From an optimization exercise on the open Yosys and OpenROAD flow, aimed at small area; shortcuts taken in it are not production practice.
Function was checked by simulation only, so behaviour that the tests miss may differ from the original.
No activity file was given, so power comes from the tool's default toggle rates.

==> flow/design.v <==
`timescale 1ns / 1ps
module TOP_WATCH_STOP_WATCH(
    input clk,
    input reset,
    input RX,
    input btn_run_stop, btn_clear, btn_mode,
    output TX,
    output [3:0] fnd_com,
    output [7:0] fnd_font,
    output tx_busy
);
    wire t0, q12, baud_tick, ph1, ph3, scan_tick, scan_next, tick_10ms, tick_min;
    wire [1:0] sel;
    time_base U_TIME (
        .clk(clk), .reset(reset), .t0(t0), .q12(q12), .baud_tick(baud_tick), .ph1(ph1), .ph3(ph3),
        .scan_tick(scan_tick), .scan_next(scan_next), .sel(sel)
    );
    div11 U_DIV11 (.clk(clk), .reset(reset), .t0(t0), .tick(tick_10ms));
    div1860 U_DIV1860 (.clk(clk), .reset(reset), .q12(q12), .tick(tick_min));
    wire p_rs, p_cl, p_md;
    debounce U_DB_RS (.clk(clk), .reset(reset), .en(scan_tick), .show(scan_next), .i_btn(btn_run_stop), .o_btn(p_rs));
    debounce U_DB_CL (.clk(clk), .reset(reset), .en(scan_tick), .show(scan_next), .i_btn(btn_clear), .o_btn(p_cl));
    debounce U_DB_MD (.clk(clk), .reset(reset), .en(scan_tick), .show(scan_next), .i_btn(btn_mode), .o_btn(p_md));
    wire [2:0] bst, ust;
    mode_fsm U_BTN_FSM (.clk(clk), .reset(reset), .ev(1'b1), .r(p_rs), .m(p_md), .c(p_cl), .st(bst));
    wire cmd;
    wire [7:0] rx_data;
    wire rx_done;
    uart_rx_lite U_RX (.clk(clk), .reset(reset), .baud_tick(baud_tick), .ph1(ph1), .ph3(ph3),
        .RX(RX), .data(rx_data), .done(rx_done), .cmd(cmd));
    uart_tx_lite U_TX (.clk(clk), .reset(reset), .baud_tick(baud_tick), .start(rx_done),
        .data(rx_data), .TX(TX), .busy(tx_busy));
    wire u_r = (rx_data == 8'h72);
    wire u_m = (rx_data == 8'h6d);
    wire u_c = (rx_data == 8'h63);
    mode_fsm U_UART_FSM (.clk(clk), .reset(reset), .ev(cmd), .r(cmd & u_r), .m(cmd & u_m), .c(cmd & u_c), .st(ust));
    wire f_mode = bst[2] | ust[2];
    wire f_run  = bst[1] | ust[1];
    wire f_clear = bst[0] | ust[0];
    wire sw_tick;
    sw_div U_SW_DIV (.clk(clk), .reset(reset), .run(f_run & f_mode), .tick(sw_tick));
    wire [14:0] sw_v, ck_v;
    bcd6000 U_SW (.clk(clk), .reset(reset), .clr(f_clear), .inc(sw_tick), .v(sw_v));
    bcd6000 U_CK (.clk(clk), .reset(reset), .clr(1'b0), .inc(tick_10ms), .v(ck_v));
    wire [6:0] mn_v;
    minutes U_MIN (.clk(clk), .reset(reset), .inc(tick_min), .v(mn_v));
    display U_DISP (.sel(sel), .f_mode(f_mode), .f_run(f_run), .sw(sw_v), .ck(ck_v), .mn(mn_v),
        .fnd_com(fnd_com), .fnd_font(fnd_font));
endmodule
module time_base (
    input clk, input reset,
    output t0, output q12, output baud_tick, output ph1, output ph3,
    output scan_tick, output scan_next, output reg [1:0] sel
);
    reg [1:0] j4, m3;
    assign t0 = m3[1] & m3[0];
    wire even = ~(j4[1] ^ j4[0]);
    assign baud_tick = ~j4[1] & ~j4[0] & ~t0;
    assign q12 = ~j4[1] & ~j4[0] & ~m3[1] & m3[0];    
    assign ph1 = ~j4[1] & j4[0];
    assign ph3 = j4[1] & ~j4[0];
    assign scan_tick = ~m3[1] & m3[0] & even;
    assign scan_next = m3[1] & ~m3[0] & ~even;
    always @(posedge clk) begin
        if (reset) begin
            j4 <= 2'b00;
            m3 <= 2'b11;
        end else begin
            j4 <= {j4[0], ~j4[1]};
            m3 <= {m3[0], ~(m3[1] | m3[0])};
        end
    end
    always @(posedge clk, posedge reset) begin
        if (reset) sel <= 2'b00;
        else if (scan_tick) sel <= {sel[0], ~sel[1]};
    end
endmodule
module div11 (input clk, input reset, input t0, output tick);
    reg [3:0] s;
    wire at = (s == 4'b1001);
    assign tick = at & ~t0;
    always @(posedge clk) begin
        if (reset) s <= 4'b1001;
        else s <= {s[2:0], s[3] ^ s[0] ^ at};
    end
endmodule
module div1860 (input clk, input reset, input q12, output tick);
    reg [2:0] m5;
    reg [4:0] l31;
    assign tick = q12 & (m5 == 3'b000) & (l31 == 5'b00001);
    always @(posedge clk) begin
        if (reset) begin
            m5 <= 3'b000;
            l31 <= 5'b00001;
        end else begin
            m5 <= {m5[1], m5[0], ~(m5[2] | m5[1])};
            l31 <= {l31[3:0], l31[4] ^ l31[2]};
        end
    end
endmodule
module sw_div (input clk, input reset, input run, output tick);
    reg [3:0] s;
    assign tick = (s == 4'b1001);
    always @(posedge clk) begin
        if (reset) s <= 4'b0001;
        else if (run) s <= {s[2:0], s[3] ^ s[0] ^ tick};
        else if (tick) s[3] <= 1'b0;
    end
endmodule
module debounce (input clk, input reset, input en, input show, input i_btn, output o_btn);
    reg [2:0] s;
    assign o_btn = show & s[1] & ~s[0];
    always @(posedge clk) begin
        if (reset) s <= 3'b000;
        else if (en) s <= i_btn ? {s[1] | s[2], s[0], ~s[2]} : 3'b000;
    end
endmodule
module mode_fsm (input clk, input reset, input ev, input r, input m, input c, output reg [2:0] st);
    localparam CLOCK_HM = 3'b000, CLOCK_SMS = 3'b010, RUN = 3'b110,
               STOP = 3'b100, CLEAR = 3'b101;
    always @(posedge clk, posedge reset) begin
        if (reset) st <= CLOCK_HM;
        else case (st)
            CLOCK_HM:  if (r) st <= CLOCK_SMS; else if (m) st <= STOP;
            CLOCK_SMS: if (r) st <= CLOCK_HM;
            RUN:       if (r) st <= STOP;
            STOP:      if (m) st <= CLOCK_HM; else if (c) st <= CLEAR; else if (r) st <= RUN;
            default:   if (ev) st <= STOP;
        endcase
    end
endmodule
module uart_rx_lite (
    input clk, input reset, input baud_tick, input ph1, input ph3, input RX,
    output reg [7:0] data, output done, output cmd
);
    reg [3:0] p, t;
    wire idle = p[3] & ~p[2] & p[0];
    wire fresh = idle & ~p[1];
    wire stop = p[3] & ~p[2] & ~p[1] & ~p[0];
    wire tz = (t == 4'd0);
    assign done = (stop & ~(ph1 & tz)) | (fresh & ph1);
    assign cmd = fresh & ph3;
    always @(posedge clk) begin
        if (reset) p <= 4'b1011;
        else if (baud_tick) begin
            if (idle) begin
                if (!RX) p <= 4'b1111;
                else p[1] <= 1'b1;
            end else if (t == 4'd15) p <= p + 1;
        end
    end
    always @(posedge clk) begin
        if (baud_tick) begin
            if (idle) t <= 4'd0;
            else t <= t + 1;
        end
    end
    always @(posedge clk) begin
        if (~p[3] && t == 4'd7) data[p[2:0]] <= RX;
    end
endmodule
module uart_tx_lite (
    input clk, input reset, input baud_tick, input start, input [7:0] data,
    output reg TX, output reg busy
);
    reg [3:0] p, t;
    wire idle = p[3] & ~p[1] & p[0];
    wire st = p[3] & p[1];
    wire send = ~p[3];
    always @(posedge clk) begin
        if (reset) p <= 4'b1001;
        else if (idle) begin
            if (start) p <= 4'b1111;
        end else if (baud_tick && t == 4'd15) p <= p + 1;
    end
    always @(posedge clk) begin
        if (idle) t <= 4'd0;
        else if (baud_tick) t <= t + 1;
    end
    always @(posedge clk, posedge reset) begin
        if (reset) begin
            TX <= 1'b1;
            busy <= 1'b0;
        end else begin
            TX <= send ? data[p[2:0]] : ~st;
            busy <= send | st;
        end
    end
endmodule
module bcd6000 (input clk, input reset, input clr, input inc, output [14:0] v);
    reg [2:0] d3;
    reg [3:0] d2, d1, d0;
    assign v = {d3, d2, d1, d0};
    wire wrap = d3[2] & d3[1];           
    wire c0 = inc & ~wrap;
    wire c1 = c0 & d0[3] & d0[0];        
    wire c2 = c1 & d1[3] & d1[0];
    wire c3 = c2 & d2[3] & d2[0];
    function [3:0] dnext(input [3:0] d, input e);
        dnext = {d[3] ^ (e & d[0] & (d[3] | (d[2] & d[1]))),
                 d[2] ^ (e & d[0] & d[1]),
                 d[1] ^ (e & d[0] & ~d[3]),
                 d[0] ^ e};
    endfunction
    always @(posedge clk) begin
        if (reset) {d3, d2, d1, d0} <= 0;
        else if (clr | (inc & wrap)) {d3, d2, d1, d0} <= 0;
        else begin
            d0 <= dnext(d0, c0);
            d1 <= dnext(d1, c1);
            d2 <= dnext(d2, c2);
            d3 <= {d3[2] ^ (c3 & d3[1] & d3[0]), d3[1] ^ (c3 & d3[0]), d3[0] ^ c3};
        end
    end
endmodule
module minutes (input clk, input reset, input inc, output [6:0] v);
    reg [3:0] q;
    reg [2:0] tens;
    reg [3:0] ones;
    assign v = {tens, ones};
    wire w63 = tens[2] & tens[1] & ones[1] & ones[0];
    wire w1000 = q[3] & q[2] & q[1] & q[0] & tens[2];    
    wire e1 = inc & ones[3] & ones[0];
    wire eq = inc & w63;
    always @(posedge clk) begin
        if (reset | (inc & w1000)) q <= 0;
        else q <= q ^ {eq & q[2] & q[1] & q[0], eq & q[1] & q[0], eq & q[0], eq};
    end
    always @(posedge clk, posedge reset) begin
        if (reset) {tens, ones} <= 0;
        else if (inc & w1000) {tens, ones} <= 0;
        else begin
            if (eq) {tens, ones} <= 0;
            else begin
                ones <= {ones[3] ^ (inc & ones[0] & (ones[3] | (ones[2] & ones[1]))),
                         ones[2] ^ (inc & ones[0] & ones[1]),
                         ones[1] ^ (inc & ones[0] & ~ones[3]),
                         ones[0] ^ inc};
                tens <= {tens[2] ^ (e1 & tens[1] & tens[0]), tens[1] ^ (e1 & tens[0]), tens[0] ^ e1};
            end
        end
    end
endmodule
module display (
    input [1:0] sel, input f_mode, input f_run,
    input [14:0] sw, input [14:0] ck, input [6:0] mn,
    output [3:0] fnd_com, output [7:0] fnd_font
);
    wire k0 = ~sel[1] & ~sel[0];
    wire k1 = ~sel[1] & sel[0];
    wire k2 = sel[1] & sel[0];
    wire k3 = sel[1] & ~sel[0];
    reg [3:0] dsw, dck, dmn;
    always @(*) begin
        case (sel)
            2'b00: begin dsw = sw[3:0]; dck = ck[3:0]; dmn = mn[3:0]; end
            2'b01: begin dsw = sw[7:4]; dck = ck[7:4]; dmn = {1'b0, mn[6:4]}; end
            2'b11: begin dsw = sw[11:8]; dck = ck[11:8]; dmn = 4'd0; end
            default: begin dsw = {1'b0, sw[14:12]}; dck = {1'b0, ck[14:12]}; dmn = 4'd0; end
        endcase
    end
    wire [3:0] d = f_mode ? dsw : f_run ? dck : dmn;
    wire [3:0] digit = {d[3], d[2] & ~(k3 & d[1]), d[1] & ~(k3 & d[2]), d[0]};
    wire [3:0] d_ = digit;
    wire [6:0] seg;
    assign seg[0] = (~d_[3] & ~d_[2] & ~d_[1] & d_[0]) | (d_[2] & ~d_[1] & ~d_[0]);
    assign seg[1] = (d_[2] & ~d_[1] & d_[0]) | (d_[2] & d_[1] & ~d_[0]);
    assign seg[2] = (~d_[2] & d_[1] & ~d_[0]);
    assign seg[3] = (~d_[3] & ~d_[2] & ~d_[1] & d_[0]) | (d_[2] & ~d_[1] & ~d_[0]) | (d_[2] & d_[1] & d_[0]);
    assign seg[4] = (d_[2] & ~d_[1]) | d_[0];
    assign seg[5] = (~d_[3] & ~d_[2] & d_[0]) | (~d_[2] & d_[1]) | (d_[1] & d_[0]);
    assign seg[6] = (~d_[3] & ~d_[2] & ~d_[1]) | (d_[2] & d_[1] & d_[0]);
    assign fnd_font = {~k2, seg};
    assign fnd_com = {~k3, ~k2, ~k1, ~k0};
endmodule
==> flow/flow/run.sh <==
#!/bin/bash
# Standard ORFS layout with three changes: synthesis maps the logic with several
# area-oriented ABC scripts and keeps the smallest result (registers are mapped
# before ABC runs, as in the standard synthesis, so they are the same); ports
# are buffered with buf_1; and clock tree synthesis uses clkbuf_8 without
# dummy loads. make's full output goes to flow_make.log; each
# ORFS step also keeps its own log under orfs/logs.
set -euo pipefail
W=$(pwd)
F=$W/flow
export MY_ABC_SCRIPTS="$F/ds1.abc $F/ds2.abc $F/ds3.abc $F/ds4.abc $F/ds5.abc $F/ds6.abc"
bash "$W/standard.sh" "SYNTH_SCRIPT=$F/synth.tcl" "ADDER_MAP_FILE=" \
  "BUFFER_PORTS_ARGS=-buffer_cell sky130_fd_sc_hd__buf_1" \
  "CTS_ARGS=-sink_clustering_enable -repair_clock_nets -buf_list sky130_fd_sc_hd__clkbuf_8 -dont_use_dummy_load" \
  finish > "$W/flow_make.log" 2>&1
==> flow/flow/ds1.abc <==
strash; &get -n; &deepsyn -S 1 -T 15; &put; dch; amap
==> flow/flow/ds2.abc <==
strash; &get -n; &deepsyn -S 2 -T 15; &put; dch; amap
==> flow/flow/ds3.abc <==
strash; &get -n; &deepsyn -S 3 -T 15; &put; dch; amap
==> flow/flow/ds4.abc <==
strash; &get -n; &deepsyn -S 4 -T 15; &put; dch; amap
==> flow/flow/ds5.abc <==
strash; &get -n; &deepsyn -S 5 -T 15; &put; dch; amap
==> flow/flow/ds6.abc <==
strash; &get -n; &deepsyn -S 6 -T 15; &put; dch; amap
==> flow/flow/synth.tcl <==
proc synth {args} { yosys synth -nofsm -noshare {*}$args }
# Map the logic with each ABC script in MY_ABC_SCRIPTS and keep the smallest
# result. Registers are mapped before ABC runs, so every try has the same ones.
proc abc {args} {
  set i [lsearch -exact $args -script]
  if {$i < 0 || ![info exists ::env(MY_ABC_SCRIPTS)] || $::env(MY_ABC_SCRIPTS) eq ""} {
    yosys abc {*}$args
    return
  }
  design -save pre_abc
  set best_area -1
  set n 0
  foreach scr $::env(MY_ABC_SCRIPTS) {
    incr n
    design -load pre_abc
    yosys abc {*}[lreplace $args [expr {$i + 1}] [expr {$i + 1}] $scr]
    set f [file join $::env(OBJECTS_DIR) abc_try_$n.txt]
    tee -q -o $f stat {*}$::lib_args
    set fh [open $f r]
    set txt [read $fh]
    close $fh
    if {[regexp {Chip area for module '[^']*': ([0-9.]+)} $txt -> area]} {
      puts "ABC try $n ($scr): area $area"
      if {$best_area < 0 || $area < $best_area} {
        set best_area $area
        design -save best_abc
      }
    }
  }
  design -load best_abc
  puts "ABC best area $best_area"
}
source $::env(SCRIPTS_DIR)/synth.tcl
# left out here: clear keep_hierarchy, flatten, clean up, hide names made inside functions, write 1_2_yosys.v
==> flow/standard.sh <==
#!/bin/bash
# synth_recipe.tcl (not shown) runs the flow's synth.tcl, then flattens the netlist and writes it again
# the make line also repeats each setting of config.mk as NAME=value (left out here)
make -C /OpenROAD-flow-scripts/flow DESIGN_CONFIG=/design/flow/config.mk WORK_HOME=/design/flow/orfs CLKGATE_MAP_FILE= SYNTH_SCRIPT=/design/flow/synth_recipe.tcl "${@:-finish}"
==> flow/config.mk <==
export PLATFORM = sky130hd
export DESIGN_NAME = TOP_WATCH_STOP_WATCH
export DESIGN_NICKNAME = TOP_WATCH_STOP_WATCH
export VERILOG_FILES = /design/flow/design.v
export SDC_FILE = /design/flow/constraint.sdc
export NUM_CORES = 4
export LEC_CHECK = 0
export CAP_MARGIN = 20
export CORE_MARGIN = 2
export CORE_UTILIZATION = 40
export SLEW_MARGIN = 20
==> flow/constraint.sdc <==
create_clock -name core_clock -period 200.0 [get_ports {clk}]
set_input_delay 40.0000 -clock core_clock [delete_from_list [all_inputs] [get_ports {clk}]]
set_output_delay 40.0000 -clock core_clock [all_outputs]
set_load 0.01 [all_outputs]
==> results of run 1 <==
[through the flow]
| step | power (mW) | util (%) | setup slack, ns | std cells | hold WS (ns) |
|---|---|---|---|---|---|
| after global placement | 0.02736 | 43.28 | 157.52 | 696 | 0.4119 |
| after global routing | 0.03945 | 44.47 | 156.51 | 705 | 0.4192 |
| after detailed placement | 0.02763 | 43.28 | 157.27 | 696 | 0.4083 |
| final | 0.03732 | 44.47 | 156.87 | 705 | 0.4054 |
| after CTS | 0.03787 | 44.42 | 156.86 | 705 | 0.4032 |
| after floorplan | 0.02608 | - | 157.68 | 535 | 0.3975 |
[cells in the final DEF (no fill, tap or decap), types with 2 or more instances in the layout]
cell | netlist | routed
nor2_1 | 120 | 120
dfxtp_1 | 75 | 75
clkinv_1 | 74 | 74
nor3_1 | 48 | 47
a21oi_1 | 31 | 31
nand2_1 | 24 | 24
o21ai_0 | 20 | 20
buf_1 | 0 | 19
dfrtp_1 | 16 | 16
o22ai_1 | 16 | 16
edfxtp_1 | 12 | 12
and3_1 | 12 | 12
or2_0 | 10 | 10
a211oi_1 | 10 | 10
nor2b_1 | 9 | 9
clkbuf_8 | 0 | 9
nor4_1 | 8 | 8
a311oi_1 | 6 | 6
a221oi_1 | 5 | 5
nand3_1 | 5 | 5
nand4_1 | 3 | 3
o21a_1 | 3 | 3
buf_4 | 1 | 3
a21o_1 | 2 | 2
a2111oi_0 | 2 | 2
a22oi_1 | 2 | 2
a222oi_1 | 2 | 2
o221ai_1 | 2 | 2
a32oi_1 | 2 | 2
[final timing paths]
| kind | slack [ns] | end | cells past startpoint |
|---|---|---|---|
| min in group asynchronous | 39.76 | U_TIME.sel[1] | 3 |
| max in group asynchronous | 159.67 | U_TX.TX | 4 |
| max | 156.87 | fnd_font[5] | 11 |
| max reg2reg | 197.30 | U_TX.p[2] | 13 |
| min reg2reg | 0.41 | U_DIV1860.m5[1] | 2 |
| min | 0.41 | U_DIV1860.m5[1] | 2 |
[worst max-delay path: cells and delay by family (launching register included)]
kind | cells | cell delay [ns]
DFF | 1 | 0.38
buffers and inverters | 3 | 0.58
AOI/OAI and AO/OA | 2 | 0.40
and+or+nand+nor | 6 | 1.40
[final cells by class]
type	count	area share, %
inverters	74	5.787
multi-input cells	356	38.35
clock buffers	9	2.581
flip-flops and latches	104	47.68
repair buffers	22	1.955
well taps	140	3.650
[logic make-up after synthesis]
family	share of synthesized area [%]
simple gates	25.45
compound gates	16.18
flops	51.90
buf+inv	6.470
[metal layers]
layer,GRT usage [%],wire (µm)
met1,20.71,4421
met2,28.22,4291
met3,4.782,308
met4,5.220,164
met5,0,0
[where the power goes]
part           leakage (nW)  switching (mW)  internal (mW)
Sequential            0.949        0.000436         0.0217
Combinational         0.654         0.00352        0.00149
Clock                0.0647         0.00613        0.00405
==> notes.md, run 1 <==
Worst Setup End Kind=output port; hold crit path type=register to register; Post-synth EDFFs=12; Syn Nets=541; Starting Density=40.85%; Synth async-reset ratio=16.35%; status=finished clean; final setup violation count=0; CTS clk-pin slew, worst paths=0.09 ns; CTS sink cnt=104; RR Startpoint=U_TIME.j4[1]; final wirelength=between 9 and 10 mm; Worst slew margin=54.55%; HPWL after detailed placement=6.847 mm; # hold bufs at CTS=0; Top Ports=20; Synth Register Bits=104; total negative slack=0 ns; WL per Instance=13.03 µm; DR iter-0 viols=162; TritonCTS clock tree=done; Pins Over Slew Limit=0; worst-margin pin slew=approximately 0.68 ns; Yosys cell types=42; CTS buffer count=9; list of most frequent post-synthesis cells=nor2_1 (120), dfxtp_1 (75), clkinv_1 (74), nor3_1 (48), a21oi_1 (31); Seq. cell area=2288 µm²; Max VDD drop=0.004372 mV; worst path required time=about 160 ns; Final min period=43.13 ns; filler instances=1,069; antenna viol nets, final=0; period utilization=a little over a fifth; core box area=roughly 11,000 µm²; clk root buf=clkbuf_8; total number of vias=around 3,700; chip width=109.0 µm; sequential share of the synthesized area=51.90%; Initial DRT Pass Iterations=4; number of setup buffers added after CTS=0; Clock Skews=0.01698 ns; crit path kind=register to output port; vias per inst=~5.2; final instance area=4800 µm²; crit path DAT=3.13 ns; Crit path largest cell delay=0.44 ns; RSZ-0062 raised after global routing=no; CP startpoint kind=register; dominant cell type by area after synthesis=dfxtp_1; largest net degree at the start of global routing=24; initial antenna violation count=0; Final Hold Violating Endpoints=0; CP max-delay cell=nor4_1; number of global-route vias before repair=3,471; area of the multi-input gates=around 1800 µm²; Syn Inst Count=about 540; Max-Cap Viols=0; prevailing post-synth register cell=dfxtp_1; Synth Cell Area=4409 µm²; GR Overflow Total=0; first-pass GRT wire length=15.61 mm; post-cts resize count=0; Core Rows=38; Mean Syn Cell Area=8.242 µm²; GRT Util Overall=16.75%; crit-path cells=clkinv_1 > nor2_1 > clkinv_1 > o22ai_1 > nor4_1 > nor3_1 > nor2_1 > nor4_1 > nor2_1 > o21ai_0 > buf_1; Leak Pwr=1.668 nW; top-area cell type share of the netlist area=34.05%; CTS H-tree depth=3; layout cells sized above 1=2.478%; die footprint=11,880 µm²; CP Launch Point=U_TIME.sel[0]; Antenna diodes=0; Post-route DRC=0; crit path max fanout=7; Clk Latency, worst-skew pair=0.36 ns; count leader, synth=nor2_1; number of flip-flops in the largest register=8; CP dominant cell by count=nor2_1; worst hold path startpoint=U_DIV1860.m5[0]; GP Congestion=around 0.88; IO Port Bufs=19; Pwr Density=7.776 nW/µm²; Peak Freq=23.19 MHz; layout net count=around 570; clock tree buffer depth=2; Die H=around 110 µm; Post-DP Area=4671 µm²; P&R area growth vs syn=8.853%; Synthesis Warnings=11; synth top area cells=dfxtp_1 (34%), nor2_1 (10%), dfrtp_1 (9.1%)
==> inputs of run 2 (changes only) <==
--- a/flow/design.v
+++ b/flow/design.v
@@ -34,8 +34,8 @@
     wire u_m = (rx_data == 8'h6d);
     wire u_c = (rx_data == 8'h63);
     mode_fsm U_UART_FSM (.clk(clk), .reset(reset), .ev(cmd), .r(cmd & u_r), .m(cmd & u_m), .c(cmd & u_c), .st(ust));
-    wire f_mode = bst[2] | ust[2];
-    wire f_run  = bst[1] | ust[1];
+    wire f_mode = (bst[2] | ust[2]) & ~reset;
+    wire f_run  = (bst[1] | ust[1]) & ~reset;
     wire f_clear = bst[0] | ust[0];
     wire sw_tick;
     sw_div U_SW_DIV (.clk(clk), .reset(reset), .run(f_run & f_mode), .tick(sw_tick));
@@ -44,7 +44,7 @@
     bcd6000 U_CK (.clk(clk), .reset(reset), .clr(1'b0), .inc(tick_10ms), .v(ck_v));
     wire [6:0] mn_v;
     minutes U_MIN (.clk(clk), .reset(reset), .inc(tick_min), .v(mn_v));
-    display U_DISP (.sel(sel), .f_mode(f_mode), .f_run(f_run), .sw(sw_v), .ck(ck_v), .mn(mn_v),
+    display U_DISP (.reset(reset), .sel(sel), .f_mode(f_mode), .f_run(f_run), .sw(sw_v), .ck(ck_v), .mn(mn_v),
         .fnd_com(fnd_com), .fnd_font(fnd_font));
 endmodule
 module time_base (
@@ -118,7 +118,7 @@
 module mode_fsm (input clk, input reset, input ev, input r, input m, input c, output reg [2:0] st);
     localparam CLOCK_HM = 3'b000, CLOCK_SMS = 3'b010, RUN = 3'b110,
                STOP = 3'b100, CLEAR = 3'b101;
-    always @(posedge clk, posedge reset) begin
+    always @(posedge clk) begin
         if (reset) st <= CLOCK_HM;
         else case (st)
             CLOCK_HM:  if (r) st <= CLOCK_SMS; else if (m) st <= STOP;
@@ -149,11 +149,9 @@
             end else if (t == 4'd15) p <= p + 1;
         end
     end
-    always @(posedge clk) begin
-        if (baud_tick) begin
-            if (idle) t <= 4'd0;
-            else t <= t + 1;
-        end
+    wire [3:0] t_tog = {4{baud_tick}} & {t[2] & t[1] & t[0], t[1] & t[0], t[0], 1'b1};
+    always @(posedge clk) begin
+        t <= (t ^ t_tog) & ~{4{baud_tick & idle}};
     end
     always @(posedge clk) begin
         if (~p[3] && t == 4'd7) data[p[2:0]] <= RX;
@@ -226,9 +224,8 @@
         if (reset | (inc & w1000)) q <= 0;
         else q <= q ^ {eq & q[2] & q[1] & q[0], eq & q[1] & q[0], eq & q[0], eq};
     end
-    always @(posedge clk, posedge reset) begin
-        if (reset) {tens, ones} <= 0;
-        else if (inc & w1000) {tens, ones} <= 0;
+    always @(posedge clk) begin
+        if (reset | (inc & w1000)) {tens, ones} <= 0;
         else begin
             if (eq) {tens, ones} <= 0;
             else begin
@@ -242,7 +239,7 @@
     end
 endmodule
 module display (
-    input [1:0] sel, input f_mode, input f_run,
+    input reset, input [1:0] sel, input f_mode, input f_run,
     input [14:0] sw, input [14:0] ck, input [6:0] mn,
     output [3:0] fnd_com, output [7:0] fnd_font
 );
@@ -259,7 +256,7 @@
             default: begin dsw = {1'b0, sw[14:12]}; dck = {1'b0, ck[14:12]}; dmn = 4'd0; end
         endcase
     end
-    wire [3:0] d = f_mode ? dsw : f_run ? dck : dmn;
+    wire [3:0] d = f_mode ? dsw : f_run ? dck : reset ? 4'd0 : dmn;
     wire [3:0] digit = {d[3], d[2] & ~(k3 & d[1]), d[1] & ~(k3 & d[2]), d[0]};
     wire [3:0] d_ = digit;
     wire [6:0] seg;
==> flow/flow/run.sh (replaced) <==
#!/bin/bash
# Standard ORFS layout with three changes:
# - synthesis maps the logic with an area-oriented ABC script (deepsyn, then
#   dch and amap) under 16 random seeds and keeps the smallest result; the
#   registers are mapped before ABC runs, as in the standard synthesis, so
#   they are the same;
# - ports are buffered with buf_1;
# - clock tree synthesis uses clkbuf_8 without dummy loads.
# make's full output goes to flow_make.log; each ORFS step also keeps its own
# log under orfs/logs.
set -euo pipefail
W=$(pwd)
F=$W/flow
mkdir -p "$W/abc"
S=""
for k in $(seq 1 16); do
  echo "strash; &get -n; &deepsyn -S $k -T 10; &put; dch; amap" > "$W/abc/ds$k.abc"
  S="$S $W/abc/ds$k.abc"
done
export MY_ABC_SCRIPTS="$S"
bash "$W/standard.sh" "SYNTH_SCRIPT=$F/synth.tcl" "ADDER_MAP_FILE=" \
  "BUFFER_PORTS_ARGS=-buffer_cell sky130_fd_sc_hd__buf_1" \
  "CTS_ARGS=-sink_clustering_enable -repair_clock_nets -buf_list sky130_fd_sc_hd__clkbuf_8 -dont_use_dummy_load" \
  finish > "$W/flow_make.log" 2>&1
--- a/flow/config.mk
+++ b/flow/config.mk
@@ -5,7 +5,7 @@
 export SDC_FILE = /design/flow/constraint.sdc
 export NUM_CORES = 4
 export LEC_CHECK = 0
-export CAP_MARGIN = 20
+export CAP_MARGIN = 0
 export CORE_MARGIN = 2
 export CORE_UTILIZATION = 40
-export SLEW_MARGIN = 20
+export SLEW_MARGIN = 0
removed: flow/flow/ds1.abc
removed: flow/flow/ds2.abc
removed: flow/flow/ds3.abc
removed: flow/flow/ds4.abc
removed: flow/flow/ds5.abc
removed: flow/flow/ds6.abc
==> run 2 against run 1 <==
  * Clock skew grew 0.0054 ns
  * First-iteration DRC count up 30%
  * Final cell count shrank 2.0%
  * Non-clock buffer count fell by 2
  * Routed wire length is 1.1% higher
  * Sequential power barely moved
  * Synthesized cell count decreased by 1.5%
  * Die area is 2.0% lower
  * Setup slack worse by 39 ns
  * Via count fell by 0.68%
  * Combinational power shrank 18%
  * Clock power hardly changed
  * Critical endpoint unchanged
  * Highest routed layer unchanged
==> notes.md, run 2 <==
status=finished clean (unchanged); clock tree buffer depth=2 (unchanged); GP Congestion=0.8166 (was 0.8832); layout cells sized above 1=1.982% (was 2.478%); Peak Freq=12.17 MHz (was 23.19 MHz); clock share of power=28.2% (was 27.3%); worst-margin pin slew=1.132 ns (was 0.6755 ns); Die H=107.9 µm (was 109.0 µm); Clock Skews=0.02241 ns (was 0.01698 ns); post-cts resize count=0 (unchanged); met3 Usage GRT=3.814% (was 4.782%); commonest non-fill, non-tap cell in the layout=nor2_1 (unchanged); antenna viol nets, final=0 (unchanged); CTS sink cnt=104 (unchanged); IO Port Bufs=19 (unchanged); final wirelength=9.288 mm (was 9.185 mm); Worst slew margin=23.97% (was 54.55%); Top Ports=20 (unchanged); clk root buf=clkbuf_8 (unchanged); # hold bufs at CTS=0 (unchanged); Final Hold Violating Endpoints=0 (unchanged); die footprint=11,640 µm² (was 11,880 µm²); period utilization=41.08% (was 21.56%); Pins Over Slew Limit=0 (unchanged); M2 GR Usage=29.20% (was 28.22%); prevailing post-synth register cell=dfxtp_1 (unchanged); layout net count=563 (was 573); Post-route DRC=0 (unchanged); number of setup buffers added after CTS=0 (unchanged); HPWL after detailed placement=6.965 mm (was 6.847 mm); P&R area growth vs syn=8.461% (was 8.853%); P_sw=9.801 µW (was 10.08 µW); largest net degree at the start of global routing=34 (was 24); hold crit path type=register to register (unchanged); DR iter-0 viols=210 (was 162); RSZ-0062 raised after global routing=no (unchanged); CTS buffer count=9 (unchanged); worst path required time=160.00 ns (about the same); count leader, synth=nor2_1 (unchanged); sequential share of the synthesized area=50.57% (was 51.90%); Initial DRT Pass Iterations=8 (was 4); Max-Cap Viols=0 (unchanged); crit path DAT=42.17 ns (was 3.13 ns); Synthesis Warnings=11 (unchanged); Synth Register Bits=104 (unchanged); cell internal pwr=26.72 µW (was 27.24 µW); number of global-route vias before repair=3,477 (was 3,471); Reg power frac=60.6% (was 59.3%); Syn Nets=533 (was 541); Clk Latency, worst-skew pair=0.37 ns (was 0.36 ns); CP startpoint kind=input port (was register); Antenna diodes=0 (unchanged); GRT Util Overall=17.17% (was 16.75%); Max VDD drop=0.003849 mV (was 0.004372 mV); Synth Cell Area=4318 µm² (was 4409 µm²); CTS clk-pin slew, worst paths=0.09 ns (about the same); Starting Density=41.45% (was 40.85%); Yosys cell types=46 (was 42); WL per Instance=13.44 µm (was 13.03 µm); final setup violation count=0 (unchanged); Switching Share=26.83% (was 27.01%); TritonCTS clock tree=done (unchanged); Leak Pwr=1.558 nW (was 1.668 nW); Core Rows=37 (was 38); core box area=10,420 µm² (was 10,790 µm²); synth top area cells=dfxtp_1 (43%), nor2_1 (9.5%), clkinv_1 (5.8%) (was dfxtp_1 (34%), nor2_1 (10%), dfrtp_1 (9.1%)); crit path max fanout=33 (was 7); initial antenna violation count=0 (unchanged); Post-DP Area=4559 µm² (was 4671 µm²); Combinational Power Share=11.2% (was 13.4%); chip width=107.9 µm (was 109.0 µm); most frequent cells in the layout=nor2_1 (109), dfxtp_1 (92), clkinv_1 (67) (was nor2_1 (120), dfxtp_1 (75), clkinv_1 (74)); Synth async-reset ratio=3.846% (was 16.35%); Final min period=82.17 ns (was 43.13 ns); first-pass GRT wire length=15.91 mm (was 15.61 mm); dominant cell type by area after synthesis=dfxtp_1 (unchanged); top-area cell type share of the netlist area=42.65% (was 34.05%); vias per inst=5.246 (was 5.177); GR Overflow Total=0 (unchanged); total number of vias=3,625 (was 3,650); GR peak layer=met2 (unchanged); list of most frequent post-synthesis cells=nor2_1 (109), dfxtp_1 (92), clkinv_1 (67), nor3_1 (50), nand2_1 (27) (was nor2_1 (120), dfxtp_1 (75), clkinv_1 (74), nor3_1 (48), a21oi_1 (31)); total negative slack=0 ns (unchanged); final instance area=4683 µm² (was 4800 µm²); Syn Inst Count=527 (was 535); crit path kind=input port to output port (was register to output port); Mean Syn Cell Area=8.193 µm² (was 8.242 µm²); Worst Setup End Kind=output port (unchanged); GRT met1 Usage=21.07% (was 20.71%); Post-synth EDFFs=8 (was 12); number of flip-flops in the largest register=8 (unchanged); CTS H-tree depth=3 (unchanged); Pwr Density=7.799 nW/µm² (was 7.776 nW/µm²)
[run 2: cell count changes after synthesis, moves of 7 or more]
cell      delta
clkinv_1     -7
dfrtp_1     -13
dfxtp_1     +17
nand3_1      +7
nor2_1      -11
o21ai_0      -9
[run 2: power groups by stage]
| stage | logic (mW) | clock network [mW] | registers, mW |
|---|---|---|---|
| final | 0.00409 | 0.0103 | 0.0221 |
| after floorplan | 0.00285 | 0 | 0.0224 |
| after CTS | 0.00409 | 0.0108 | 0.0221 |
| after global placement | 0.00402 | 0 | 0.0226 |
| after detailed placement | 0.00408 | 0 | 0.0226 |
| after global routing | 0.00459 | 0.0115 | 0.0222 |
[run 2: final timing paths]
path                               endpoint  depth (start not counted)        startpoint  slack [ns]
setup / recovery                fnd_font[5]                          8             reset      117.83
hold / removal             U_DIV1860.l31[2]                          2  U_DIV1860.l31[1]        0.42
setup reg to reg                 U_MIN.q[3]                         12      U_TIME.j4[1]      197.17
hold reg to reg            U_DIV1860.l31[2]                          2  U_DIV1860.l31[1]        0.42
max in group asynchronous           U_TX.TX                          3             reset      159.80
min in group asynchronous         U_TX.busy                          3             reset       39.89
[run 2: logic make-up (layout without fill, tap and decap cells)]
| kind of cell | Yosys count | in the layout | share of synthesized area (%) |
|---|---|---|---|
| AND/OR/NAND/NOR | 253 | 253 | 27.44 |
| flip-flops | 104 | 104 | 50.57 |
| AO/OA/AOI/OAI | 102 | 102 | 16.00 |
| buffers and inverters | 68 | 96 | 5.998 |
[run 2: area by class of cell]
cell class	count	area, µm²
multi-input combinational	355	1876
sequential	104	2183
fill	1049	5733
inverter	67	251.5
tap	136	170.2
clock buffer	9	123.9
timing repair buffer	20	78.83
[run 2: per-stage QoR]
stage	hold slack, ns	instances	utilization, %	power (mW)	setup WS [ns]
after detailed placement	0.4092	682	43.77	0.02670	117.83
after global routing	0.4587	691	44.96	0.03827	117.55
final	0.4235	691	44.96	0.03653	117.83
after floorplan	0.3976	527	-	0.02529	118.81
after global placement	0.4091	682	43.77	0.02661	117.96
after CTS	0.4293	691	44.96	0.03705	117.84
[run 2: routing by layer]
layer / vias to the layer above / wire [µm]
met3: 15 / 269
met1: 1646 / 4454
met4: 0 / 189
met5: - / 0
li1: 1922 / -
met2: 42 / 4375
[run 2: critical path, cell delays in order]
cell and delay [ns]:
buf_1 0.07, buf_4 0.33, clkinv_1 0.57, nand3_1 0.29, nor4bb_1 0.43, nor2_1 0.13, o21ai_0 0.15, buf_1 0.17
==> inputs of run 3 (changes only) <==
--- a/flow/config.mk
+++ b/flow/config.mk
@@ -5,7 +5,7 @@
 export SDC_FILE = /design/flow/constraint.sdc
 export NUM_CORES = 4
 export LEC_CHECK = 0
-export CAP_MARGIN = 0
+export CAP_MARGIN = 20
 export CORE_MARGIN = 2
-export CORE_UTILIZATION = 40
-export SLEW_MARGIN = 0
+export CORE_UTILIZATION = 25
+export SLEW_MARGIN = 20
==> run 3 against run 2 <==
  * Final cell count grew 13%
  * Die area grew 58%
  * Combinational power is essentially flat
  * Setup slack gained 0.084 ns
  * Sequential power is essentially flat
  * First-iteration DRC count shrank 6.7%
  * Still clean on timing, DRC and antenna
  * Clock power is essentially flat
  * Synthesized cell count is the same
==> notes.md, run 3 <==
DR iter-0 viols=196 (was 210); count leader, synth=nor2_1 (unchanged); worst reg2reg path depth=12 (unchanged); core box area=17,120 µm² (was 10,420 µm²); sequential share of the synthesized area=50.57% (unchanged); Placed Cells=771 (was 682); CTS sink cnt=104 (unchanged); RR Startpoint=U_TIME.j4[1] (unchanged); Reg2Reg Capture Point=U_MIN.q[3] (unchanged); RSZ-0062 raised after global routing=no (unchanged); number of global-route vias before repair=3,286 (was 3,477); Worst slew margin=43.46% (was 23.97%); worst hold path startpoint=U_DIV1860.l31[1] (unchanged); Leak Pwr=1.558 nW (about the same); Syn Inst Count=527 (unchanged); Initial DRT Pass Iterations=5 (was 8); Top Ports=20 (unchanged); Synthesis Warnings=11 (unchanged); Yosys cell types=46 (unchanged); GP Congestion=0.7717 (was 0.8166); largest net degree at the start of global routing=34 (unchanged); total number of vias=3,607 (was 3,625); wire length on met3=410 µm (was 269 µm); worst-margin pin slew=0.8404 ns (was 1.132 ns); WL per Instance=11.71 µm (was 13.44 µm); GRT Util Overall=10.73% (was 17.17%); clk root buf=clkbuf_8 (unchanged); Clock Skews=0.03050 ns (was 0.02241 ns); Synth Cell Area=4318 µm² (unchanged); top-area cell type share of the netlist area=42.65% (unchanged); vias per inst=4.624 (was 5.246); antenna viol nets, final=0 (unchanged); filler instances=1,872 (was 1,049); crit path kind=input port to output port (unchanged); status=finished clean (unchanged); M1 WL=4.570 mm (was 4.454 mm); GR Overflow Total=0 (unchanged); CP startpoint kind=input port (unchanged); Mean Syn Cell Area=8.193 µm² (unchanged); P_sw=9.735 µW (was 9.801 µW); Met2 Wirelength=4.021 mm (was 4.375 mm); final setup violation count=0 (unchanged); worst path required time=160.00 ns (about the same); Final Hold Violating Endpoints=0 (unchanged); Post-route DRC=0 (unchanged); CTS buffer count=9 (unchanged); Hold Path End=U_DIV1860.l31[2] (unchanged); P&R area growth vs syn=11.16% (was 8.461%); layout cells sized above 1=2.162% (was 1.982%); Syn Nets=533 (unchanged); period utilization=41.04% (was 41.08%); commonest non-fill, non-tap cell in the layout=nor2_1 (unchanged); # hold bufs at CTS=0 (unchanged); Antenna diodes=0 (unchanged); number of flip-flops in the largest register=8 (unchanged); first-pass GRT wire length=15.86 mm (was 15.91 mm); Pins Over Slew Limit=0 (unchanged); CTS clk-pin slew, worst paths=0.08 ns (was 0.09 ns); Worst Setup End Kind=output port (unchanged); Reg power frac=60.7% (was 60.6%); HPWL after detailed placement=6.766 mm (was 6.965 mm); IO Port Bufs=19 (unchanged); Final Non-Filler Cells=780 (was 691); Synth async-reset ratio=3.846% (unchanged); synth top area cells=dfxtp_1 (43%), nor2_1 (9.5%), clkinv_1 (5.8%) (unchanged); Max-Cap Viols=0 (unchanged); Reg2Reg Setup Slack=197.14 ns (was 197.17 ns); crit path max fanout=33 (unchanged); crit path DAT=42.09 ns (was 42.17 ns); Combinational Power Share=11.2% (about the same); TritonCTS clock tree=done (unchanged); Core Rows=48 (was 37); Starting Density=25.23% (was 41.45%); Clk Latency, worst-skew pair=0.37 ns (about the same); Synth Register Bits=104 (unchanged); die footprint=18,340 µm² (was 11,640 µm²); total negative slack=0 ns (unchanged); dominant cell type by area after synthesis=dfxtp_1 (unchanged); hold depth=2 (unchanged); layout net count=563 (unchanged); Pwr Density=7.596 nW/µm² (was 7.799 nW/µm²); prevailing post-synth register cell=dfxtp_1 (unchanged); Final min period=82.09 ns (was 82.17 ns); chip width=135.4 µm (was 107.9 µm); clock share of power=28.1% (was 28.2%); initial antenna violation count=0 (unchanged); post-cts resize count=0 (unchanged); list of most frequent post-synthesis cells=nor2_1 (109), dfxtp_1 (92), clkinv_1 (67), nor3_1 (50), nand2_1 (27) (unchanged); top layer in use=met4 (unchanged); hold crit path type=register to register (unchanged); Switching Share=26.70% (was 26.83%); Die H=135.4 µm (was 107.9 µm); final wirelength=9.134 mm (was 9.288 mm); clock tree buffer depth=2 (unchanged); Peak Freq=12.18 MHz (was 12.17 MHz); final hold slack=0.4118 ns (was 0.4235 ns); Max VDD drop=0.003149 mV (was 0.003849 mV); number of setup buffers added after CTS=0 (unchanged); Post-synth EDFFs=8 (unchanged); CTS H-tree depth=3 (unchanged); cell internal pwr=26.72 µW (about the same); most frequent cells in the layout=nor2_1 (109), dfxtp_1 (92), clkinv_1 (67) (unchanged)
## run 3: worst max-delay path by stage
stage	startpoint	end	slack [ns]	cells past startpoint
6_report	reset	fnd_font[5]	117.92	8
5_1_grt	reset	fnd_font[5]	117.64	8
4_1_cts	reset	fnd_font[5]	117.90	8
3_5_place_dp	reset	fnd_font[5]	117.90	8
3_3_place_gp	reset	fnd_font[5]	117.95	8
2_1_floorplan	reset	fnd_font[3]	118.81	5
## run 3: cell type report
class	count	area (µm²)	area share [%]
clock buffers	9	123.9	2.581
flip-flops and latches	104	2183	45.49
repair buffers	20	78.83	1.642
well taps	225	281.5	5.865
multi-input cells	355	1881	39.18
inverters	67	251.5	5.240
## run 3: metrics by stage
stage	setup WS, ns	total power, mW	utilization [%]	instance area (µm²)
floorplan	118.81	0.02529	-	4318
global placement	117.95	0.02668	27.29	4671
detailed placement	117.90	0.02669	27.29	4671
CTS	117.90	0.03705	28.01	4795
global route	117.64	0.03858	28.04	4800
finish	117.92	0.03646	28.04	4800
## run 3: power groups by stage
stage	Combinational [mW]	Sequential, mW	Clock, mW
after CTS	0.00410	0.0221	0.0108
after floorplan	0.00285	0.0224	0
after global placement	0.00408	0.0226	0
after detailed placement	0.00409	0.0226	0
after global routing	0.00465	0.0222	0.0117
final	0.00409	0.0221	0.0102
## run 3: logic make-up (layout without fill, tap and decap cells)
kind of cell	after synthesis	after routing	synth area share, %
and+or+nand+nor	253	253	27.44
buffers and inverters	68	96	5.998
DFF	104	104	50.57
AOI/OAI and AO/OA	102	102	16.00
## run 3: critical path, cell delays in order
cell and delay [ns]:
buf_1 0.07, buf_4 0.33, clkinv_1 0.52, nand3_1 0.30, nor4bb_1 0.41, nor2_1 0.12, o21ai_0 0.15, buf_1 0.16
## run 3: metal layers
metal | global-route usage [%] | up-vias
met5 | 0 | -
met4 | 3.530 | 0
met3 | 3.442 | 10
met2 | 16.61 | 52
met1 | 14.19 | 1623
li1 | - | 1922
==> inputs of run 4 (changes only) <==
--- a/flow/config.mk
+++ b/flow/config.mk
@@ -7,5 +7,5 @@
 export LEC_CHECK = 0
 export CAP_MARGIN = 20
 export CORE_MARGIN = 2
-export CORE_UTILIZATION = 25
+export CORE_UTILIZATION = 60
 export SLEW_MARGIN = 20
==> run 4 against run 3 <==
  * Clock power barely moved
  * Clock skew fell by 0.0048 ns
  * Total power fell by 0.45%
  * Largest power group unchanged
==> notes.md, run 4 <==
status=finished clean (unchanged); # hold bufs at CTS=0 (unchanged); Hold Path End=U_DIV1860.l31[2] (unchanged); most frequent cells in the layout=nor2_1 (109), dfxtp_1 (92), clkinv_1 (67) (unchanged); final setup violation count=0 (unchanged); count leader, synth=nor2_1 (unchanged); Reg2Reg Capture Point=U_MIN.q[3] (unchanged); hold depth=2 (unchanged); total number of vias=3,709 (was 3,607); Setup WS pre-CTS=117.91 ns (was 117.90 ns); CP Launch Point=reset (unchanged); layout net count=563 (unchanged); worst reg2reg path depth=12 (unchanged); Top Ports=20 (unchanged); largest net degree at the start of global routing=34 (unchanged); number of global-route vias before repair=3,378 (was 3,286); Max VDD drop=0.005416 mV (was 0.003149 mV); CTS buffer count=9 (unchanged); GR Overflow Total=0 (unchanged); Antenna diodes=0 (unchanged); Synth async-reset ratio=3.846% (unchanged); dominant cell type by area after synthesis=dfxtp_1 (unchanged); number of flip-flops in the largest register=8 (unchanged); Clk Latency, worst-skew pair=0.36 ns (was 0.37 ns); commonest non-fill, non-tap cell in the layout=nor2_1 (unchanged); crit path DAT=42.04 ns (was 42.09 ns); list of most frequent post-synthesis cells=nor2_1 (109), dfxtp_1 (92), clkinv_1 (67), nor3_1 (50), nand2_1 (27) (unchanged); Yosys cell types=46 (unchanged); CTS clk-pin slew, worst paths=0.07 ns (was 0.08 ns); TritonCTS clock tree=done (unchanged); layout cells sized above 1=2.162% (unchanged); Peak Freq=12.19 MHz (was 12.18 MHz); Mean Syn Cell Area=8.193 µm² (unchanged); clock tree buffer depth=2 (unchanged); antenna viol nets, final=0 (unchanged); post-cts resize count=0 (unchanged); clk root buf=clkbuf_8 (unchanged); final wirelength=9.043 mm (was 9.134 mm); Synth Register Bits=104 (unchanged); CTS sink cnt=104 (unchanged); synth top area cells=dfxtp_1 (43%), nor2_1 (9.5%), clkinv_1 (5.8%) (unchanged); period utilization=41.02% (was 41.04%); DR iter-0 viols=217 (was 196); Syn Nets=533 (unchanged); Pins Over Slew Limit=0 (unchanged); top-area cell type share of the netlist area=42.65% (unchanged); Synthesis Warnings=11 (unchanged); Worst Setup End Kind=output port (unchanged); chip width=88.83 µm (was 135.4 µm); Initial DRT Pass Iterations=5 (unchanged); Clock Skews=0.02573 ns (was 0.03050 ns); worst-margin pin slew=0.7205 ns (was 0.8404 ns); Final Hold Violating Endpoints=0 (unchanged); RSZ-0062 raised after global routing=no (unchanged); crit path max fanout=33 (unchanged); sequential share of the synthesized area=50.57% (unchanged); Die H=88.83 µm (was 135.4 µm); total negative slack=0 ns (unchanged); hold crit path type=register to register (unchanged); CTS H-tree depth=3 (unchanged); GRT Util Overall=24.88% (was 10.73%); worst hold path startpoint=U_DIV1860.l31[1] (unchanged); CP dominant cell by count=buf_1 (unchanged); crit-path cells=buf_1 > buf_4 > clkinv_1 > nand3_1 > nor4bb_1 > nor2_1 > o21ai_0 > buf_1 (unchanged); WL per Instance=13.89 µm (was 11.71 µm); HPWL after detailed placement=6.857 mm (was 6.766 mm); RR Startpoint=U_TIME.j4[1] (unchanged); Post-synth EDFFs=8 (unchanged); Final min period=82.04 ns (was 82.09 ns); CP startpoint kind=input port (unchanged); IO Port Bufs=19 (unchanged); Post-route DRC=0 (unchanged); number of setup buffers added after CTS=0 (unchanged); prevailing post-synth register cell=dfxtp_1 (unchanged); worst path required time=160.00 ns (about the same); Reg2Reg Setup Slack=197.13 ns (was 197.14 ns); Worst slew margin=51.60% (was 43.46%); core box area=6869 µm² (was 17,120 µm²); P&R area growth vs syn=7.418% (was 11.16%); Synth Cell Area=4318 µm² (unchanged); crit path kind=input port to output port (unchanged); Overall Power=36.29 µW (was 36.46 µW); Syn Inst Count=527 (unchanged); die footprint=7891 µm² (was 18,340 µm²); final core occ=67.52% (was 28.04%); Core Rows=30 (was 48); Crit path largest cell delay=0.52 ns (about the same); initial antenna violation count=0 (unchanged); first-pass GRT wire length=15.37 mm (was 15.86 mm); final setup margin=117.96 ns (was 117.92 ns); Leak Pwr=1.558 nW (unchanged); Pwr Density=7.824 nW/µm² (was 7.596 nW/µm²); CP max-delay cell=clkinv_1 (unchanged); vias per inst=5.697 (was 4.624); GP Congestion=0.9072 (was 0.7717); Starting Density=62.86% (was 25.23%); Max-Cap Viols=0 (unchanged)
run 4: cell counts in the layout (fill, tap and decap cells not counted):
Identical to the previous run, type by type.
run 4: power by group:
group	switching, mW	total (mW)	internal [mW]
sequential	0.000636	0.0221	0.0215
clock	0.00602	0.0101	0.00405
combinational	0.00292	0.00407	0.00115
run 4: worst max-delay path: cells and delay by family:
kind                   cells  cell delay [ns]
AOI/OAI and AO/OA          1             0.16
buffers and inverters      4             1.07
and+or+nand+nor            3             0.80
run 4: metal layers:
layer	share of wire (%)	track usage [%]	vias to the layer above
met2	48	41.18	74
li1	-	-	1917
met1	46	32.10	1701
met3	5.0	6.716	17
met5	0	0	-
met4	1.6	7.025	0
run 4: worst max path at each step:
stage | slack (ns) | endpoint | cells after the start
after floorplan | 118.81 | fnd_font[3] | 5
after global placement | 118.06 | fnd_font[5] | 8
after detailed placement | 117.91 | fnd_font[5] | 8
after CTS | 117.91 | fnd_font[5] | 8
after global routing | 117.72 | fnd_font[3] | 8
final | 117.96 | fnd_font[5] | 8
run 4: cell families (layout without fill, tap and decap cells):
family | after synthesis | in the layout | synth area share, %
buffers and inverters | 68 | 96 | 5.998
AND/OR/NAND/NOR | 253 | 253 | 27.44
flip-flops | 104 | 104 | 50.57
AO/OA/AOI/OAI | 102 | 102 | 16.00
run 4: stage by stage:
stage / area, µm² / hold slack (ns) / std cells
global placement: 4509 / 0.4138 / 642
floorplan: 4318 / 0.3976 / 527
finish: 4638 / 0.4287 / 651
global route: 4638 / 0.4373 / 651
detailed placement: 4509 / 0.4165 / 642
CTS: 4633 / 0.4290 / 651
run 4: area by class of cell:
cell class / instances / area (µm²)
Clock buffer: 9 / 123.9
Multi-Input combinational cell: 355 / 1881
Sequential cell: 104 / 2183
Timing Repair Buffer: 20 / 78.83
Fill cell: 600 / 2231
Tap cell: 96 / 120.1
Inverter: 67 / 251.5
==> inputs of run 5 (changes only) <==
--- a/flow/config.mk
+++ b/flow/config.mk
@@ -7,5 +7,5 @@
 export LEC_CHECK = 0
 export CAP_MARGIN = 20
 export CORE_MARGIN = 2
-export CORE_UTILIZATION = 60
+export CORE_UTILIZATION = 40
 export SLEW_MARGIN = 20
==> run 5 against run 4 <==
  * Synthesized cell count unchanged
  * Maximum frequency about the same
  * Synthesized area unchanged
  * Flip-flop and latch count unchanged
  * Design area increased by 1.1%
  * Routed wire length increased by 3.1%
  * Total power increased by 0.88%
  * Sequential share of layout area decreased by 0.50 points
  * First-iteration DRC count decreased by 39%
  * Critical path type unchanged
  * Still clean on timing, DRC and antenna
  * Non-clock buffer count increased by 1
  * Register-to-register slack improved by 0.04 ns
==> notes.md, run 5 <==
CTS buffer count=9 (unchanged); number of global-route vias before repair=3,439 (was 3,378); Post-DP Area=4564 µm² (was 4509 µm²); Initial DRT Pass Iterations=6 (was 5); GRT Util Overall=17.24% (was 24.88%); Final Hold Violating Endpoints=0 (unchanged); largest net degree at the start of global routing=34 (unchanged); vias per inst=5.247 (was 5.697); post-cts resize count=0 (unchanged); crit path kind=input port to output port (unchanged); Synth Register Bits=104 (unchanged); DR iter-0 viols=132 (was 217); commonest non-fill, non-tap cell in the layout=nor2_1 (unchanged); list of most frequent post-synthesis cells=nor2_1 (109), dfxtp_1 (92), clkinv_1 (67), nor3_1 (50), nand2_1 (27) (unchanged); area of the multi-input gates=1876 µm² (was 1881 µm²); Antenna diodes=0 (unchanged); final core occ=45.01% (was 67.52%); status=finished clean (unchanged); P&R area growth vs syn=8.577% (was 7.418%); TritonCTS clock tree=done (unchanged); core box area=10,420 µm² (was 6869 µm²); first-pass GRT wire length=15.88 mm (was 15.37 mm); CTS H-tree depth=3 (unchanged); dominant cell type by area after synthesis=dfxtp_1 (unchanged); antenna viol nets, final=0 (unchanged); Post-synth EDFFs=8 (unchanged); crit path DAT=42.11 ns (was 42.04 ns); chip width=107.9 µm (was 88.83 µm); top-area cell type share of the netlist area=42.65% (unchanged); worst-margin pin slew=0.7325 ns (was 0.7205 ns); Core Rows=37 (was 30); die footprint=11,640 µm² (was 7891 µm²); Seq. cell area=2183 µm² (unchanged); Syn Inst Count=527 (unchanged); synth top area cells=dfxtp_1 (43%), nor2_1 (9.5%), clkinv_1 (5.8%) (unchanged); Pwr Density=7.809 nW/µm² (was 7.824 nW/µm²); final setup margin=117.89 ns (was 117.96 ns); Yosys cell types=46 (unchanged); Pins Over Slew Limit=0 (unchanged); Synthesis Warnings=11 (unchanged); Die H=107.9 µm (was 88.83 µm); period utilization=41.06% (was 41.02%); clock tree buffer depth=2 (unchanged); IO Port Bufs=19 (unchanged); CTS clk-pin slew, worst paths=0.09 ns (was 0.07 ns); Synth Cell Area=4318 µm² (unchanged); WL per Instance=13.47 µm (was 13.89 µm); Mean Syn Cell Area=8.193 µm² (unchanged); HPWL after detailed placement=6.993 mm (was 6.857 mm); filler instances=1,085 (was 600); sequential share of the synthesized area=50.57% (unchanged); Leak Pwr=1.564 nW (was 1.558 nW); Syn Nets=533 (unchanged); Worst Setup End Kind=output port (unchanged); Peak Freq=12.18 MHz (was 12.19 MHz); Clock Skews=0.01982 ns (was 0.02573 ns); CTS sink cnt=104 (unchanged); Setup WS pre-CTS=117.85 ns (was 117.91 ns); Post-route DRC=0 (unchanged); Worst slew margin=50.72% (was 51.60%); Max VDD drop=0.004279 mV (was 0.005416 mV); layout net count=564 (was 563); # hold bufs at CTS=0 (unchanged); Starting Density=41.45% (was 62.86%); crit path max fanout=33 (unchanged); layout cells sized above 1=2.158% (was 2.162%); Overall Power=36.61 µW (was 36.29 µW); final wirelength=9.320 mm (was 9.043 mm); most frequent cells in the layout=nor2_1 (109), dfxtp_1 (92), clkinv_1 (67) (unchanged); Clk Latency, worst-skew pair=0.37 ns (was 0.36 ns); count leader, synth=nor2_1 (unchanged); final setup violation count=0 (unchanged); Final min period=82.11 ns (was 82.04 ns); Top Ports=20 (unchanged); CP startpoint kind=input port (unchanged); total negative slack=0 ns (unchanged); Max-Cap Viols=0 (unchanged); worst path required time=160.00 ns (about the same); hold crit path type=register to register (unchanged); GP Congestion=0.8166 (was 0.9072); Synth async-reset ratio=3.846% (unchanged); prevailing post-synth register cell=dfxtp_1 (unchanged); clk root buf=clkbuf_8 (unchanged); final instance area=4688 µm² (was 4638 µm²); RSZ-0062 raised after global routing=no (unchanged); GR Overflow Total=0 (unchanged); number of setup buffers added after CTS=0 (unchanged); initial antenna violation count=0 (unchanged); number of flip-flops in the largest register=8 (unchanged); total number of vias=3,631 (was 3,709)
## run 5: cell counts after synthesis
No cell type changed its count.
## run 5: stage by stage
stage               hold slack (ns)  instances
global route                 0.4541        692
finish                       0.4245        692
global placement             0.4091        682
detailed placement           0.4153        683
floorplan                    0.3976        527
CTS                          0.4282        692
## run 5: logic make-up after synthesis
kind of cell	share of synthesized area (%)
AOI/OAI and AO/OA	16.00
buffers and inverters	5.998
and+or+nand+nor	27.44
DFF	50.57
## run 5: power breakdown
group / leakage (nW) / switching (mW) / internal, mW
Combinational: 0.632 / 0.00289 / 0.00115
Clock: 0.0647 / 0.00638 / 0.00405
Sequential: 0.867 / 0.000613 / 0.0215
## run 5: cell type report
type                            count  area share [%]
Multi-Input combinational cell    355           40.01
Timing Repair Buffer               21           1.788
Clock buffer                        9           2.642
Tap cell                          136           3.630
Inverter                           67           5.364
Sequential cell                   104           46.57
## run 5: final timing paths
kind / startpoint / to / slack [ns] / cells past startpoint
max: reset / fnd_font[5] / 117.89 / 8
min: U_DIV1860.l31[1] / U_DIV1860.l31[2] / 0.42 / 2
max reg2reg: U_TIME.j4[1] / U_MIN.q[3] / 197.17 / 12
min reg2reg: U_DIV1860.l31[1] / U_DIV1860.l31[2] / 0.42 / 2
max in group asynchronous: reset / U_TX.TX / 159.83 / 3
min in group asynchronous: reset / U_TIME.sel[0] / 39.86 / 3
## run 5: critical path, cell delays in order
cell and delay [ns]:
buf_1 0.06, buf_4 0.32, clkinv_1 0.53, nand3_1 0.29
nor4bb_1 0.43, nor2_1 0.13, o21ai_0 0.16, buf_1 0.17
## run 5: layer usage
metal / share of wire (%) / up-vias / routed length, µm / GRT usage [%]
li1: - / 1923 / - / -
met1: 47 / 1650 / 4372 / 20.63
met2: 48 / 45 / 4515 / 29.87
met3: 2.8 / 13 / 259 / 3.874
met4: 1.8 / 0 / 172 / 6.777
met5: 0 / - / 0 / 0
==> inputs of run 6 (changes only) <==
--- a/flow/flow/run.sh
+++ b/flow/flow/run.sh
@@ -1,7 +1,7 @@
 #!/bin/bash
 # Standard ORFS layout with three changes:
 # - synthesis maps the logic with an area-oriented ABC script (deepsyn, then
-#   dch and amap) under 16 random seeds and keeps the smallest result; the
+#   dch and amap) under 48 random seeds and keeps the smallest result; the
 #   registers are mapped before ABC runs, as in the standard synthesis, so
 #   they are the same;
 # - ports are buffered with buf_1;
@@ -13,7 +13,7 @@
 F=$W/flow
 mkdir -p "$W/abc"
 S=""
-for k in $(seq 1 16); do
+for k in $(seq 1 48); do
   echo "strash; &get -n; &deepsyn -S $k -T 10; &put; dch; amap" > "$W/abc/ds$k.abc"
   S="$S $W/abc/ds$k.abc"
 done
==> run 6 against run 5 <==
  * Still clean on timing, DRC and antenna
  * Hold slack better by 0.0091 ns
  * Count of clock-buffer cells in the layout unchanged
  * Global-route usage down 0.40 points
  * Final cell count up 0.58%
  * Register-to-register slack better by 0.05 ns
  * Core utilization up 0.10 points
  * Sequential power about the same
  * Combinational power about the same
  * Synthesized area down 0.41%
  * Setup slack worse by 0.56 ns
  * Clock skew up 0.0097 ns
  * Design area down 0.21%
  * Critical endpoint unchanged
==> notes.md, run 6 <==
prevailing post-synth register cell=dfxtp_1 (unchanged); Synth async-reset ratio=3.846% (unchanged); worst path required time=160.00 ns (about the same); Initial DRT Pass Iterations=7 (was 6); layout cells sized above 1=2.321% (was 2.158%); Placed Cells=687 (was 683); WP buf/inv=4 (unchanged); CP top delay family=buffers and inverters (unchanged); RR Startpoint=U_DIV1860.m5[1] (was U_TIME.j4[1]); hold crit path type=register to register (unchanged); Mean Syn Cell Area=8.099 µm² (was 8.193 µm²); GRT Util Overall=16.84% (was 17.24%); sequential share of the synthesized area=50.77% (was 50.57%); final setup violation count=0 (unchanged); Hold Path End=U_DIV1860.l31[2] (unchanged); Peak Freq=12.10 MHz (was 12.18 MHz); chip width=107.7 µm (was 107.9 µm); number of global-route vias before repair=3,457 (was 3,439); CP startpoint kind=input port (unchanged); hold depth=2 (unchanged); worst-margin pin slew=0.6523 ns (was 0.7325 ns); Reg2Reg Capture Point=U_MIN.q[3] (unchanged); crit-path cells=buf_1 > buf_4 > clkinv_1 > o21ai_0 > a21oi_1 > a21oi_1 > or2_0 > nand2_1 > nor3_1 > nor2_1 > o21ai_0 > buf_1 (was buf_1 > buf_4 > clkinv_1 > nand3_1 > nor4bb_1 > nor2_1 > o21ai_0 > buf_1); total negative slack=0 ns (unchanged); worst reg2reg path depth=12 (unchanged); Synth Area in XOR/XNOR=0% (unchanged); synth top area cells=dfxtp_1 (43%), nor2_1 (9.7%), clkinv_1 (6.5%) (was dfxtp_1 (43%), nor2_1 (9.5%), clkinv_1 (5.8%)); Yosys cell types=40 (was 46); Clock Skews=0.02947 ns (was 0.01982 ns); clock tree buffer depth=2 (unchanged); Post-DP Area=4549 µm² (was 4564 µm²); period utilization=41.33% (was 41.06%); adder-cell share of the synthesized area=0% (unchanged); Pins Over Slew Limit=0 (unchanged); Reg2Reg Setup Slack=197.22 ns (was 197.17 ns); Top Ports=20 (unchanged); area of the multi-input gates=1837 µm² (was 1876 µm²); post-cts resize count=0 (unchanged); most frequent cells in the layout=nor2_1 (111), dfxtp_1 (92), clkinv_1 (74) (was nor2_1 (109), dfxtp_1 (92), clkinv_1 (67)); Core Rows=37 (unchanged); Die H=107.7 µm (was 107.9 µm); GR Overflow Total=0 (unchanged); Post-synth EDFFs=8 (unchanged); filler instances=1,054 (was 1,085); CP max-delay cell=clkinv_1 (unchanged); IO Port Bufs=19 (unchanged); Seq. cell area=2183 µm² (unchanged); Post-route DRC=0 (unchanged); HPWL after detailed placement=6.796 mm (was 6.993 mm); first-pass GRT wire length=15.57 mm (was 15.88 mm); CTS buffer count=9 (unchanged); Final Non-Filler Cells=696 (was 692); mux cell area share after synthesis=0% (unchanged); final instance area=4678 µm² (was 4688 µm²); worst hold path startpoint=U_DIV1860.l31[1] (unchanged); DR iter-0 viols=195 (was 132); Worst Setup End Kind=output port (unchanged); total number of vias=3,639 (was 3,631); CTS clk-pin slew, worst paths=0.09 ns (about the same); GP Congestion=0.8199 (was 0.8166); Synth Register Bits=104 (unchanged); largest net degree at the start of global routing=24 (was 34); commonest non-fill, non-tap cell in the layout=nor2_1 (unchanged); Post-Synth Simple-Gate Area=26.27% (was 27.44%); Final min period=82.67 ns (was 82.11 ns); antenna viol nets, final=0 (unchanged); Starting Density=41.47% (was 41.45%); initial antenna violation count=0 (unchanged); Max-Cap Viols=0 (unchanged); Syn Inst Count=531 (was 527); count leader, synth=nor2_1 (unchanged); CTS H-tree depth=3 (unchanged); die footprint=11,600 µm² (was 11,640 µm²); RSZ-0062 raised after global routing=no (unchanged); Synthesis Warnings=11 (unchanged); TritonCTS clock tree=done (unchanged); crit path DAT=42.67 ns (was 42.11 ns); top-area cell type share of the netlist area=42.83% (was 42.65%); Clk Latency, worst-skew pair=0.37 ns (about the same); post-synthesis compound-gate area fraction=16.32% (was 16.00%); Crit path largest cell delay=0.59 ns (was 0.53 ns); clk root buf=clkbuf_8 (unchanged); # hold bufs at CTS=0 (unchanged); Synth Cell Area=4300 µm² (was 4318 µm²); final core occ=45.11% (was 45.01%); Leak Pwr=1.560 nW (was 1.564 nW); Final Hold Violating Endpoints=0 (unchanged); core box area=10,370 µm² (was 10,420 µm²); final wirelength=9.193 mm (was 9.320 mm); Pwr Density=7.753 nW/µm² (was 7.809 nW/µm²); Syn Nets=537 (was 533); main combinational cell family by area after synthesis=simple AND/OR/NAND/NOR gates (unchanged); P&R area growth vs syn=8.787% (was 8.577%); WL per Instance=13.21 µm (was 13.47 µm); crit path max fanout=23 (was 33); layout net count=568 (was 564); list of most frequent post-synthesis cells=nor2_1 (111), dfxtp_1 (92), clkinv_1 (74), nor3_1 (51), nand2_1 (35) (was nor2_1 (109), dfxtp_1 (92), clkinv_1 (67), nor3_1 (50), nand2_1 (27)); status=finished clean (unchanged); CTS sink cnt=104 (unchanged); Worst slew margin=56.24% (was 50.72%); dominant cell type by area after synthesis=dfxtp_1 (unchanged); Antenna diodes=0 (unchanged); vias per inst=5.228 (was 5.247); crit path kind=input port to output port (unchanged); Max VDD drop=0.003921 mV (was 0.004279 mV); number of flip-flops in the largest register=8 (unchanged); number of setup buffers added after CTS=0 (unchanged)
==> run 6: cell count changes in the layout (fill, tap and decap cells not counted), moves of 3 or more <==
cell and change:
nand2_1 +8, clkinv_1 +7, a211oi_1 +5, a21oi_1 -5, a222oi_1 +4, or3_1 -4
a221oi_1 +3, nand3_1 -3, nor4_1 -3, o22ai_1 +3, or2_0 -3
==> run 6: how the worst max path moves through the flow <==
stage	from	endpoint	slack, ns	cells after the start
after floorplan	reset	fnd_font[3]	118.36	9
after global placement	reset	fnd_font[3]	117.51	11
after detailed placement	reset	fnd_font[5]	117.32	12
after CTS	reset	fnd_font[3]	117.32	12
after global routing	reset	fnd_font[5]	116.93	12
final	reset	fnd_font[5]	117.33	12
==> run 6: where the power goes <==
part / internal (mW) / switching, mW / leakage [nW]
combinational: 0.00115 / 0.00288 / 0.635
sequential: 0.0215 / 0.000432 / 0.860
clock: 0.00406 / 0.00625 / 0.0647
total: 0.0267 / 0.00956 / 1.56
==> run 6: per-layer routing <==
metal / global-route usage [%] / vias to the layer above / share of wire, %
met5: 0 / - / 0
met4: 4.487 / 0 / 1.3
met3: 4.056 / 10 / 3.6
met2: 27.58 / 50 / 46
met1: 22.23 / 1656 / 49
li1: - / 1923 / -
==> run 6: metrics by stage <==
| step | worst slack, ns | hold slack (ns) | power (mW) |
|---|---|---|---|
| floorplan | 118.36 | 0.3976 | 0.02517 |
| global placement | 117.51 | 0.4037 | 0.02639 |
| detailed placement | 117.32 | 0.4191 | 0.02644 |
| CTS | 117.32 | 0.4315 | 0.03678 |
| global route | 116.93 | 0.4384 | 0.03793 |
| finish | 117.33 | 0.4337 | 0.03627 |
==> run 6: cell families (layout without fill, tap and decap cells) <==
| kind of cell | Yosys count | after routing |
|---|---|---|
| flops | 104 | 104 |
| buf+inv | 75 | 104 |
| simple gates | 249 | 249 |
| compound gates | 103 | 103 |
==> run 6: area by class of cell <==
| type | count | share of cell area [%] |
|---|---|---|
| multi-input combinational | 352 | 39.26 |
| clock buffer | 9 | 2.648 |
| timing repair buffer | 21 | 1.845 |
| tap | 136 | 3.637 |
| inverter | 74 | 5.937 |
| sequential | 104 | 46.67 |
==> run 6: tightest hold or removal path, stage by stage (launching register included) <==
cell	delay (ns)
dfxtp_1	0.31
clkinv_1	0.05
nor2_1	0.03

[separate check: timing with driven ports]
The flow's constraints put no driver on any port. The routed layouts listed below were extracted and timed again, unchanged, in two steps.
Step 1 (the two cells are an assumption about what drives the block):
set clk [get_ports {clk}]
set_driving_cell -lib_cell sky130_fd_sc_hd__clkbuf_16 $clk
set_driving_cell -lib_cell sky130_fd_sc_hd__buf_2 [delete_from_list [all_inputs] $clk]
Step 2 adds t to the input delays and takes it off the output delays; t is the mean of the earliest and latest rising clock arrival at the registers after step 1. Input paths then give back, and output paths get back, about the clock's delay inside the block.
Three values: ideal ports, drivers, drivers and shift; two values: the first two.
run	t, ns	slack for setup (ns)	latest minus earliest clock arrival (ns)	worst slew at a driven data input, ns	pins driven straight from the clock port
run 1	0.386	156.872 / 156.841 / 157.227	0.020 / 0.020	0.03	1
run 2	0.390	117.831 / 117.808 / 117.808	0.022 / 0.023	0.03	1
run 3	0.395	117.915 / 117.892 / 117.892	0.031 / 0.031	0.03	1
run 4	0.374	117.956 / 117.932 / 117.932	0.026 / 0.026	0.03	1
run 5	0.395	117.888 / 117.866 / 117.866	0.020 / 0.020	0.03	1
run 6	0.387	117.331 / 117.310 / 117.310	0.030 / 0.030	0.03	1
After both steps every run listed still meets setup and hold. The setup slack of run 4, which loses most, moves by -0.024 ns with the drivers and by -0.024 ns with both steps.
